Background: an optimization exercise with open tools, aiming at small area. Do not read the settings as production practice.
In this exercise RTL edits were held to simulation tests only and were not proved equivalent to the original.
No driver is modelled on the clock port, so clocking that relies on it looks cheaper here than on a real chip.

==> inputs of pepper <==
Design router_fifo, start of the top module:
module router_fifo(clk,rstn,din,rd_enb,wr_enb,d_out,lfd_state,sft_rst,full,empty);
export LEC_CHECK = 0
export CAP_MARGIN = 20
export CORE_MARGIN = 2
export CORE_UTILIZATION = 60
export GPL_TIMING_DRIVEN = 0
export SLEW_MARGIN = 20
create_clock -name core_clock -period 5.0 [get_ports {clk}]
standard.sh (not shown) runs the stock make flow with config.mk's settings and CLKGATE_MAP_FILE= SYNTH_SCRIPT=/design/flow/synth_recipe.tcl, a recipe that flattens the netlist after the stock synthesis.
==> flow/flow/run.sh <==
#!/bin/bash
# Own layout flow:
#  1. the standard synthesis (standard.sh synth), unchanged;
#  2. its combinational logic re-mapped for area with ABC (remap.sh), every
#     flip-flop kept as the standard synthesis made it, and the result proven
#     equivalent to the standard netlist (if any step fails, the standard
#     netlist is kept);
#  3. the standard ORFS layout (standard.sh finish), with buf_1 port buffers,
#     no CTS dummy loads, and clock buffers downsized after CTS where the
#     flip-flop clock pins keep a slew under 110 ps (post_cts.tcl), and,
#     before repair_design, drivers of nets with a slew over 1.2 ns upsized
#     where that fixes the slew (presize.tcl), so fewer buffers are added.
# Each tool's output goes to its own log file in this folder.
set -uo pipefail
W=$(pwd)
F=$W/flow
if [[ -x $FLOW_HOME/../tools/install/yosys/bin/yosys ]]; then
  export YOSYS=$FLOW_HOME/../tools/install/yosys/bin/yosys
fi
export BUFFER_PORTS_ARGS="-buffer_cell sky130_fd_sc_hd__buf_1"
export PRE_RESIZE_TCL=$F/presize.tcl
export POST_CTS_TCL=$F/post_cts.tcl
export CTS_ARGS="-sink_clustering_enable -repair_clock_nets -buf_list sky130_fd_sc_hd__clkbuf_8 -dont_use_dummy_load"
bash standard.sh synth > synth.log 2>&1 || exit 1
RES=$W/orfs/results/sky130hd/router_fifo/base
cp $RES/1_2_yosys.v $W/standard_netlist.v
if bash $F/remap.sh $W/standard_netlist.v $W/remapped.v $F/area.abc $W/remap > remap.log 2>&1; then
  echo "remapped netlist used" >> remap.log
  cp $W/remapped.v $RES/1_2_yosys.v
  rm -f $RES/1_synth.odb $RES/1_synth.sdc
  bash standard.sh synth > synth_remapped.log 2>&1 || exit 1
else
  echo "remap failed: standard netlist kept" >> remap.log
fi
bash standard.sh finish > layout.log 2>&1
==> flow/flow/post_cts.tcl <==
# ORFS POST_CTS_TCL hook: downsize clock buffers while every flip-flop clock
# pin stays under 110 ps of slew.
source [file join [file dirname [info script]] clkdown.tcl]
set_propagated_clock [all_clocks]
clk_downsize 110e-12 {sky130_fd_sc_hd__clkbuf_1 sky130_fd_sc_hd__clkbuf_2 sky130_fd_sc_hd__clkbuf_4 sky130_fd_sc_hd__clkbuf_8}
==> flow/flow/presize.tcl <==
proc ps_load_slew {drv_inst_name out_pin} {
  set worst 0
  set net [get_nets -of_objects [get_pins $drv_inst_name/$out_pin]]
  foreach p [get_pins -of_objects $net -filter "direction == input"] {
    foreach e {rise fall} {
      set s [sta::time_ui_sta [get_property $p slew_max_$e]]
      if {$s > $worst} { set worst $s }
    }
  }
  foreach e {rise fall} {
    set s [sta::time_ui_sta [get_property [get_pins $drv_inst_name/$out_pin] slew_max_$e]]
    if {$s > $worst} { set worst $s }
  }
  return $worst
}
proc presize {limit} {
  set block [ord::get_db_block]
  set db [ord::get_db]
  estimate_parasitics -placement
  set n 0
  foreach inst [$block getInsts] {
    set m [$inst getMaster]
    set mname [$m getName]
    if {![regexp {^(sky130_fd_sc_hd__[a-z0-9]+)_([0-9]+)$} $mname -> base size]} { continue }
    if {[string match "*df*" $base] || [string match "*clk*" $base] || [string match "*tap*" $base]} { continue }
    set outs {}
    foreach mt [$m getMTerms] {
      if {[$mt getIoType] eq "OUTPUT" && [$mt getSigType] eq "SIGNAL"} { lappend outs [$mt getName] }
    }
    if {[llength $outs] != 1} { continue }
    set out [lindex $outs 0]
    set iname [$inst getName]
    if {[ps_load_slew $iname $out] <= $limit} { continue }
    # bigger variants of the same cell, smallest first
    set cands {}
    foreach lib [$db getLibs] {
      foreach cm [$lib getMasters] {
        if {[regexp "^${base}_(\[0-9\]+)\$" [$cm getName] -> s] && $s > $size} {
          lappend cands [list [expr {[$cm getWidth]}] [$cm getName]]
        }
      }
    }
    set done 0
    foreach c [lsort -integer -index 0 $cands] {
      replace_cell $iname [lindex $c 1]
      estimate_parasitics -placement
      if {[ps_load_slew $iname $out] <= $limit} {
        puts "presize: $iname $mname -> [lindex $c 1]"
        incr n; set done 1; break
      }
    }
    if {!$done} { replace_cell $iname $mname; estimate_parasitics -placement }
  }
  puts "presize: $n drivers upsized"
}

presize 1.2e-9
Other scripts of this flow, unchanged in this note and not shown: flow/flow/area.abc, flow/flow/clkdown.tcl, flow/flow/dontuse.txt, flow/flow/genmodels.py, flow/flow/remap.sh
==> sierra: changes against pepper <==
--- a/flow/flow/run.sh
+++ b/flow/flow/run.sh
@@ -9,5 +9,7 @@
 #     no CTS dummy loads, and clock buffers downsized after CTS where the
-#     flip-flop clock pins keep a slew under 110 ps (post_cts.tcl), and,
-#     before repair_design, drivers of nets with a slew over 1.2 ns upsized
-#     where that fixes the slew (presize.tcl), so fewer buffers are added.
+#     flip-flop clock pins keep a slew under 116 ps (post_cts.tcl), and,
+#     before repair_design (presize.tcl), nets with 30 or more loads split
+#     into clusters driven by buf_2 (prebuf.tcl) and drivers of nets with a
+#     slew over 1.2 ns upsized where that fixes it, so that repair_design
+#     adds fewer and smaller buffers.
 # Each tool's output goes to its own log file in this folder.
==> flow/flow/post_cts.tcl (replaced) <==
# ORFS POST_CTS_TCL hook: downsize clock buffers while every flip-flop clock
# pin stays under 116 ps of slew.
source [file join [file dirname [info script]] clkdown.tcl]
set_propagated_clock [all_clocks]
clk_downsize 116e-12 {sky130_fd_sc_hd__clkbuf_1 sky130_fd_sc_hd__clkbuf_2 sky130_fd_sc_hd__clkbuf_4 sky130_fd_sc_hd__clkbuf_8}
==> flow/flow/prebuf.tcl (new file) <==
# Before repair_design: split every high-fanout signal net into clusters of
# at most $maxfo loads (k-means on location), each driven by one small buffer
# placed at its centroid. repair_design would otherwise drive such a net with
# a few very large buffers.
proc pb_kmeans {pts k iters} {
  set n [llength $pts]
  set sorted [lsort -real -index 0 $pts]
  set cents {}
  for {set i 0} {$i < $k} {incr i} { lappend cents [lindex $sorted [expr {int(($i + 0.5) * $n / $k)}]] }
  set asg {}
  for {set it 0} {$it < $iters} {incr it} {
    set asg {}
    foreach p $pts {
      set best 0; set bd 1e30
      for {set i 0} {$i < $k} {incr i} {
        set c [lindex $cents $i]
        set d [expr {abs([lindex $p 0]-[lindex $c 0]) + abs([lindex $p 1]-[lindex $c 1])}]
        if {$d < $bd} { set bd $d; set best $i }
      }
      lappend asg $best
    }
    set sx {}; set sy {}; set sn {}
    for {set i 0} {$i < $k} {incr i} { lappend sx 0.0; lappend sy 0.0; lappend sn 0 }
    foreach p $pts a $asg {
      lset sx $a [expr {[lindex $sx $a] + [lindex $p 0]}]
      lset sy $a [expr {[lindex $sy $a] + [lindex $p 1]}]
      lset sn $a [expr {[lindex $sn $a] + 1}]
    }
    for {set i 0} {$i < $k} {incr i} {
      if {[lindex $sn $i] > 0} {
        lset cents $i [list [expr {[lindex $sx $i] / [lindex $sn $i]}] [expr {[lindex $sy $i] / [lindex $sn $i]}]]
      }
    }
  }
  return [list $asg $cents]
}
proc prebuf {minfo maxfo bufcell} {
  set block [ord::get_db_block]
  set bm [[ord::get_db] findMaster $bufcell]
  set nb 0
  foreach net [$block getNets] {
    if {[$net getSigType] ne "SIGNAL"} { continue }
    if {[llength [$net getBTerms]] > 0} { continue }
    set loads {}
    set drv ""
    foreach it [$net getITerms] {
      if {[$it isOutputSignal]} { set drv $it } elseif {[$it isInputSignal]} { lappend loads $it }
    }
    set n [llength $loads]
    if {$drv eq "" || $n < $minfo} { continue }
    set k [expr {($n + $maxfo - 1) / $maxfo}]
    set pts {}
    foreach it $loads {
      set bb [[$it getInst] getBBox]
      lappend pts [list [expr {([$bb xMin] + [$bb xMax]) / 2.0}] [expr {([$bb yMin] + [$bb yMax]) / 2.0}]]
    }
    lassign [pb_kmeans $pts $k 30] asg cents
    set name [$net getName]
    for {set i 0} {$i < $k} {incr i} {
      set c [lindex $cents $i]
      set bname "prebuf_${nb}"
      set onet [odb::dbNet_create $block "${bname}_net"]
      set b [odb::dbInst_create $block $bm $bname]
      [$b findITerm A] connect $net
      [$b findITerm X] connect $onet
      $b setLocation [expr {int([lindex $c 0])}] [expr {int([lindex $c 1])}]
      $b setPlacementStatus PLACED
      set cnt 0
      foreach it $loads a $asg {
        if {$a == $i} { $it disconnect; $it connect $onet; incr cnt }
      }
      puts "prebuf: net $name ($n loads): $bname drives $cnt"
      incr nb
    }
  }
  puts "prebuf: $nb buffers inserted"
  if {$nb > 0} { detailed_placement }
}
--- a/flow/flow/presize.tcl
+++ b/flow/flow/presize.tcl
@@ -56,2 +56,4 @@
 
+source [file join [file dirname [info script]] prebuf.tcl]
+prebuf 30 36 sky130_fd_sc_hd__buf_2
 presize 1.2e-9
Settings changed: CORE_UTILIZATION 60 to 50.
==> impl_metrics.ini <==
[outcome]
status = timing/DRC/antenna clean

[placed_design]
place_congestion = 0.750
placed_area_um2 = 6480

[layout]
nNetsFinal = 419
multi_input_area_um2 = 1310

[die]
core_um2 = 12000

[power]
switching_share_pct = 21.1

[timing]
clock.fmax_mhz = 255
[end of results for sierra]
==> impl_metrics.ini <==
[outcome]
status = timing/DRC/antenna clean

[grt]
grtUsageTotal_pct = 23.0

[die]
core_um2 = 9860

[power]
p_seq_mw = 1.59
switching_share_pct = 20.4

[placed_design]
place_congestion = 0.751
placed_area_um2 = 6540

[layout]
multi_input_area_um2 = 1290

[timing]
clock.fmax_mhz = 262
[end of results for pepper]

---

==> yarrow <==
Starting RTL as in the previous note.
==> module router_fifo, before the edit <==
module router_fifo(clk,rstn,din,rd_enb,wr_enb,d_out,lfd_state,sft_rst,full,empty);
input [7:0] din;
input lfd_state;
input clk,rstn,rd_enb,sft_rst,wr_enb;
output reg [7:0] d_out;
output full,empty;
reg [4:0] wr_pntr, rd_pntr;
reg [6:0] cnt_m1;       
reg temp;
reg wrapped;            
reg [8:0] mem [0:15];   
wire clr = !rstn || sft_rst;
assign full  = (wr_pntr[4] != rd_pntr[4]) && (wr_pntr[3:0] == rd_pntr[3:0]);
assign empty = (wr_pntr == rd_pntr);
wire wr = wr_enb && !full;
wire rd = rd_enb && !empty;
wire valid = wrapped || (rd_pntr[3:0] < wr_pntr[3:0]);
wire [3:0] ra = wr_pntr[3:0] + ~rd_pntr[3:0];   
wire [3:0] sel_lo = 4'b1 << ra[1:0];
wire [3:0] sel_hi = {4{valid}} & (4'b1 << ra[3:2]);
reg  [8:0] q;
integer k;
always @* begin
  q = 9'd0;
  for (k = 0; k < 16; k = k + 1)
    q = q | ({9{sel_hi[k/4] & sel_lo[k%4]}} & mem[k]);
end
wire cnt_zero = &cnt_m1;
always @(posedge clk)
  temp <= rstn && lfd_state;
integer i;
always @(posedge clk)
  if (!clr && wr) begin
    for (i = 15; i > 0; i = i - 1) mem[i] <= mem[i-1];
    mem[0] <= {temp, din};
  end
always @(posedge clk)
  if (clr) begin
    wr_pntr <= 5'd0;
    wrapped <= 1'b0;
  end else if (wr) begin
    wr_pntr <= wr_pntr + 1'b1;
    if (&wr_pntr[3:0]) wrapped <= 1'b1;
  end
always @(posedge clk)
  if (!rstn) rd_pntr <= 5'd0;
  else if (!sft_rst && !cnt_zero && rd) rd_pntr <= rd_pntr + 1'b1;
always @(posedge clk)
  d_out <= (!clr && !cnt_zero && rd) ? q[7:0] : 8'd0;
always @(posedge clk)
  if (clr) cnt_m1 <= 7'h7f;
  else if (q[8]) cnt_m1 <= {1'b0, q[7:2]};
  else if (rd) cnt_m1 <= cnt_m1 - 1'b1;
endmodule
==> flow/config.mk <==
export PLATFORM = sky130hd
export DESIGN_NAME = router_fifo
export DESIGN_NICKNAME = router_fifo
export VERILOG_FILES = /design/flow/design.v
export SDC_FILE = /design/flow/constraint.sdc
export NUM_CORES = 4
export LEC_CHECK = 0
export CAP_MARGIN = 20
export CORE_MARGIN = 2
export CORE_UTILIZATION = 60
export GPL_TIMING_DRIVEN = 0
export SLEW_MARGIN = 20
==> flow/constraint.sdc <==
create_clock -name core_clock -period 5.0 [get_ports {clk}]
set_input_delay 1.0000 -clock core_clock [delete_from_list [all_inputs] [get_ports {clk}]]
set_output_delay 1.0000 -clock core_clock [all_outputs]
set_load 0.01 [all_outputs]
==> flow/flow/run.sh <==
#!/bin/bash
# Own layout flow:
#  1. the standard synthesis (standard.sh synth), unchanged;
#  2. its combinational logic re-mapped for area with ABC (remap.sh), every
#     flip-flop kept as the standard synthesis made it, and the result proven
#     equivalent to the standard netlist (if any step fails, the standard
#     netlist is kept);
#  3. the standard ORFS layout (standard.sh finish), with buf_1 port buffers,
#     no CTS dummy loads, and clock buffers downsized after CTS where the
#     flip-flop clock pins keep a slew under 110 ps (post_cts.tcl), and,
#     before repair_design (presize.tcl), nets with 30 or more loads split
#     into clusters driven by buf_2 (prebuf.tcl) and drivers of nets with a
#     slew over 1.2 ns upsized where that fixes it, so that repair_design
#     adds fewer and smaller buffers.
# Each tool's output goes to its own log file in this folder.
set -uo pipefail
W=$(pwd)
F=$W/flow
if [[ -x $FLOW_HOME/../tools/install/yosys/bin/yosys ]]; then
  export YOSYS=$FLOW_HOME/../tools/install/yosys/bin/yosys
fi
export BUFFER_PORTS_ARGS="-buffer_cell sky130_fd_sc_hd__buf_1"
export PRE_RESIZE_TCL=$F/presize.tcl
export POST_CTS_TCL=$F/post_cts.tcl
export CTS_ARGS="-sink_clustering_enable -repair_clock_nets -buf_list sky130_fd_sc_hd__clkbuf_8 -dont_use_dummy_load"
bash standard.sh synth > synth.log 2>&1 || exit 1
RES=$W/orfs/results/sky130hd/router_fifo/base
cp $RES/1_2_yosys.v $W/standard_netlist.v
if bash $F/remap.sh $W/standard_netlist.v $W/remapped.v $F/area.abc $W/remap > remap.log 2>&1; then
  echo "remapped netlist used" >> remap.log
  cp $W/remapped.v $RES/1_2_yosys.v
  rm -f $RES/1_synth.odb $RES/1_synth.sdc
  bash standard.sh synth > synth_remapped.log 2>&1 || exit 1
else
  echo "remap failed: standard netlist kept" >> remap.log
fi
bash standard.sh finish > layout.log 2>&1
==> flow/flow/prebuf.tcl <==
# Before repair_design: split every high-fanout signal net into clusters of
# at most $maxfo loads (k-means on location), each driven by one small buffer
# placed at its centroid. repair_design would otherwise drive such a net with
# a few very large buffers.
proc pb_kmeans {pts k iters} {
  set n [llength $pts]
  set sorted [lsort -real -index 0 $pts]
  set cents {}
  for {set i 0} {$i < $k} {incr i} { lappend cents [lindex $sorted [expr {int(($i + 0.5) * $n / $k)}]] }
  set asg {}
  for {set it 0} {$it < $iters} {incr it} {
    set asg {}
    foreach p $pts {
      set best 0; set bd 1e30
      for {set i 0} {$i < $k} {incr i} {
        set c [lindex $cents $i]
        set d [expr {abs([lindex $p 0]-[lindex $c 0]) + abs([lindex $p 1]-[lindex $c 1])}]
        if {$d < $bd} { set bd $d; set best $i }
      }
      lappend asg $best
    }
    set sx {}; set sy {}; set sn {}
    for {set i 0} {$i < $k} {incr i} { lappend sx 0.0; lappend sy 0.0; lappend sn 0 }
    foreach p $pts a $asg {
      lset sx $a [expr {[lindex $sx $a] + [lindex $p 0]}]
      lset sy $a [expr {[lindex $sy $a] + [lindex $p 1]}]
      lset sn $a [expr {[lindex $sn $a] + 1}]
    }
    for {set i 0} {$i < $k} {incr i} {
      if {[lindex $sn $i] > 0} {
        lset cents $i [list [expr {[lindex $sx $i] / [lindex $sn $i]}] [expr {[lindex $sy $i] / [lindex $sn $i]}]]
      }
    }
  }
  return [list $asg $cents]
}
proc prebuf {minfo maxfo bufcell} {
  set block [ord::get_db_block]
  set bm [[ord::get_db] findMaster $bufcell]
  set nb 0
  foreach net [$block getNets] {
    if {[$net getSigType] ne "SIGNAL"} { continue }
    if {[llength [$net getBTerms]] > 0} { continue }
    set loads {}
    set drv ""
    foreach it [$net getITerms] {
      if {[$it isOutputSignal]} { set drv $it } elseif {[$it isInputSignal]} { lappend loads $it }
    }
    set n [llength $loads]
    if {$drv eq "" || $n < $minfo} { continue }
    set k [expr {($n + $maxfo - 1) / $maxfo}]
    set pts {}
    foreach it $loads {
      set bb [[$it getInst] getBBox]
      lappend pts [list [expr {([$bb xMin] + [$bb xMax]) / 2.0}] [expr {([$bb yMin] + [$bb yMax]) / 2.0}]]
    }
    lassign [pb_kmeans $pts $k 30] asg cents
    set name [$net getName]
    for {set i 0} {$i < $k} {incr i} {
      set c [lindex $cents $i]
      set bname "prebuf_${nb}"
      set onet [odb::dbNet_create $block "${bname}_net"]
      set b [odb::dbInst_create $block $bm $bname]
      [$b findITerm A] connect $net
      [$b findITerm X] connect $onet
      $b setLocation [expr {int([lindex $c 0])}] [expr {int([lindex $c 1])}]
      $b setPlacementStatus PLACED
      set cnt 0
      foreach it $loads a $asg {
        if {$a == $i} { $it disconnect; $it connect $onet; incr cnt }
      }
      puts "prebuf: net $name ($n loads): $bname drives $cnt"
      incr nb
    }
  }
  puts "prebuf: $nb buffers inserted"
  if {$nb > 0} { detailed_placement }
}
==> flow/flow/presize.tcl <==
proc ps_load_slew {drv_inst_name out_pin} {
  set worst 0
  set net [get_nets -of_objects [get_pins $drv_inst_name/$out_pin]]
  foreach p [get_pins -of_objects $net -filter "direction == input"] {
    foreach e {rise fall} {
      set s [sta::time_ui_sta [get_property $p slew_max_$e]]
      if {$s > $worst} { set worst $s }
    }
  }
  foreach e {rise fall} {
    set s [sta::time_ui_sta [get_property [get_pins $drv_inst_name/$out_pin] slew_max_$e]]
    if {$s > $worst} { set worst $s }
  }
  return $worst
}
proc presize {limit} {
  set block [ord::get_db_block]
  set db [ord::get_db]
  estimate_parasitics -placement
  set n 0
  foreach inst [$block getInsts] {
    set m [$inst getMaster]
    set mname [$m getName]
    if {![regexp {^(sky130_fd_sc_hd__[a-z0-9]+)_([0-9]+)$} $mname -> base size]} { continue }
    if {[string match "*df*" $base] || [string match "*clk*" $base] || [string match "*tap*" $base]} { continue }
    set outs {}
    foreach mt [$m getMTerms] {
      if {[$mt getIoType] eq "OUTPUT" && [$mt getSigType] eq "SIGNAL"} { lappend outs [$mt getName] }
    }
    if {[llength $outs] != 1} { continue }
    set out [lindex $outs 0]
    set iname [$inst getName]
    if {[ps_load_slew $iname $out] <= $limit} { continue }
    # bigger variants of the same cell, smallest first
    set cands {}
    foreach lib [$db getLibs] {
      foreach cm [$lib getMasters] {
        if {[regexp "^${base}_(\[0-9\]+)\$" [$cm getName] -> s] && $s > $size} {
          lappend cands [list [expr {[$cm getWidth]}] [$cm getName]]
        }
      }
    }
    set done 0
    foreach c [lsort -integer -index 0 $cands] {
      replace_cell $iname [lindex $c 1]
      estimate_parasitics -placement
      if {[ps_load_slew $iname $out] <= $limit} {
        puts "presize: $iname $mname -> [lindex $c 1]"
        incr n; set done 1; break
      }
    }
    if {!$done} { replace_cell $iname $mname; estimate_parasitics -placement }
  }
  puts "presize: $n drivers upsized"
}

source [file join [file dirname [info script]] prebuf.tcl]
prebuf 30 36 sky130_fd_sc_hd__buf_2
presize 1.2e-9
Other scripts of this flow, unchanged in this note and not shown: flow/flow/area.abc, flow/flow/clkdown.tcl, flow/flow/dontuse.txt, flow/flow/genmodels.py, flow/flow/post_cts.tcl, flow/flow/remap.sh
==> onyx (differences from yarrow) <==
--- a/flow/design.v
+++ b/flow/design.v
@@ -15,9 +15,8 @@
 wire wr = wr_enb && !full;
 wire rd = rd_enb && !empty;
 wire valid = wrapped || (rd_pntr[3:0] < wr_pntr[3:0]);
-wire [3:0] ra = wr_pntr[3:0] + ~rd_pntr[3:0];   
-wire [3:0] sel_lo = 4'b1 << ra[1:0];
-wire [3:0] sel_hi = {4{valid}} & (4'b1 << ra[3:2]);
+wire [3:0] sel_lo = 4'b1 << rd_pntr[1:0];
+wire [3:0] sel_hi = {4{valid}} & (4'b1 << rd_pntr[3:2]);
 reg  [8:0] q;
 integer k;
 always @* begin
@@ -28,12 +27,8 @@
 wire cnt_zero = &cnt_m1;
 always @(posedge clk)
   temp <= rstn && lfd_state;
-integer i;
 always @(posedge clk)
-  if (!clr && wr) begin
-    for (i = 15; i > 0; i = i - 1) mem[i] <= mem[i-1];
-    mem[0] <= {temp, din};
-  end
+  if (!clr && wr) mem[wr_pntr[3:0]] <= {temp, din};
 always @(posedge clk)
   if (clr) begin
     wr_pntr <= 5'd0;
--- a/flow/flow/run.sh
+++ b/flow/flow/run.sh
@@ -7,11 +7,7 @@
 #     netlist is kept);
 #  3. the standard ORFS layout (standard.sh finish), with buf_1 port buffers,
 #     no CTS dummy loads, and clock buffers downsized after CTS where the
-#     flip-flop clock pins keep a slew under 110 ps (post_cts.tcl), and,
-#     before repair_design (presize.tcl), nets with 30 or more loads split
-#     into clusters driven by buf_2 (prebuf.tcl) and drivers of nets with a
-#     slew over 1.2 ns upsized where that fixes it, so that repair_design
-#     adds fewer and smaller buffers.
+#     flip-flop clock pins keep a slew under 110 ps (post_cts.tcl).
 # Each tool's output goes to its own log file in this folder.
 set -uo pipefail
 W=$(pwd)
@@ -20,7 +16,6 @@
   export YOSYS=$FLOW_HOME/../tools/install/yosys/bin/yosys
 fi
 export BUFFER_PORTS_ARGS="-buffer_cell sky130_fd_sc_hd__buf_1"
-export PRE_RESIZE_TCL=$F/presize.tcl
 export POST_CTS_TCL=$F/post_cts.tcl
 export CTS_ARGS="-sink_clustering_enable -repair_clock_nets -buf_list sky130_fd_sc_hd__clkbuf_8 -dont_use_dummy_load"
 bash standard.sh synth > synth.log 2>&1 || exit 1
Settings changed: CAP_MARGIN 20 to 0, SLEW_MARGIN 20 to 0.
removed: flow/flow/prebuf.tcl
removed: flow/flow/presize.tcl
==> impl_metrics.ini <==
[sta]
layout_worst_path_cycle_share_pct = 75.7
worst_slew_margin_rel_pct = 22.2
setup_ws_ps = 1210

[floorplan]
taps = 133

[worst_hold_path]
worstHoldPathCells = 0

[route]
first_iter_violations = 488

[cells_and_area]
drive_gt1_share_pct = 7.69
multi_input_cells = 182
seq_area_share_pct = 73.5
top_library_cells_by_usage_in_the_layout_fill_and_taps_aside = edfxtp_1, a222oi_1, dfxtp_1

[logic_synthesis]
postSynthCellCount = 359
ys.warnings.count = 2

[worst_setup_path]
cp-startpoint = rd_pntr[1]$_SDFFE_PN0P_
r2r_setup_slack_ps = 1210

[run_status]
status = timing/DRC/antenna clean

[clock_network]
later_pin_clock_latency_in_the_skew_report_ps = 560

[global_route]
grtUsageMet2_pct = 32.4
global_route.usage.met3_pct = 7.24
Source of the figures above: yarrow

==> impl_metrics.ini <==
[floorplan]
design.portCount = 24
taps = 136

[global_route]
grtUsageMet2_pct = 38.9

[worst_setup_path]
cp-startpoint = wr_pntr[2]$_SDFFE_PP0P_
r2r_setup_slack_ps = 1750
critical_path.max_fanout = 12

[sta]
setup_ws_ps = 1750
layout_worst_path_cycle_share_pct = 65.0

[route]
first_iter_violations = 409

[cells_and_area]
top_library_cells_by_usage_in_the_layout_fill_and_taps_aside = edfxtp_1, nor2_1, o21ai_0
multi_input_cells = 249
drive_gt1_share_pct = 4.70
seq_area_share_pct = 72.5

[clock_network]
later_pin_clock_latency_in_the_skew_report_ps = 440

[logic_synthesis]
postSynthCellCount = 427
ys.warnings.count = 1

[worst_hold_path]
worstHoldPathCells = 1

[run_status]
status = timing/DRC/antenna clean
Source of the figures above: onyx

re-timing with driven ports:
How much do the figures lean on ideal ports? The routed layouts below were timed once more, with nothing changed but the port constraints.
Step 1 assumes that a clkbuf_16 drives the clock port and a buf_2 every other input.
Step 2 times the ports against the registers' clock, not the clock port: input delays grow and output delays shrink by t, the midpoint of the rising clock arrivals with the driver on.
a / b / c = no drivers / after step 1 / after step 2; a / b = the first two.
run | t, ns | setup WS [ns] | worst setup path at the end | latest minus earliest clock arrival (ns)
pepper | 0.579 | 1.180 / 1.180 / 1.180 | register to register | 0.042 / 0.042
sierra | 0.458 | 1.079 / 1.079 / 1.079 | register to register | 0.029 / 0.029
yarrow | 0.578 | 1.214 / 1.214 / 1.214 | register to register | 0.036 / 0.036
onyx | 0.473 | 1.750 / 1.750 / 1.320 | input to register | 0.037 / 0.038
After both steps setup and hold are still met in every run listed. For onyx, which loses most, drivers alone change the setup slack by 0.000 ns; drivers and shift together by -0.430 ns.
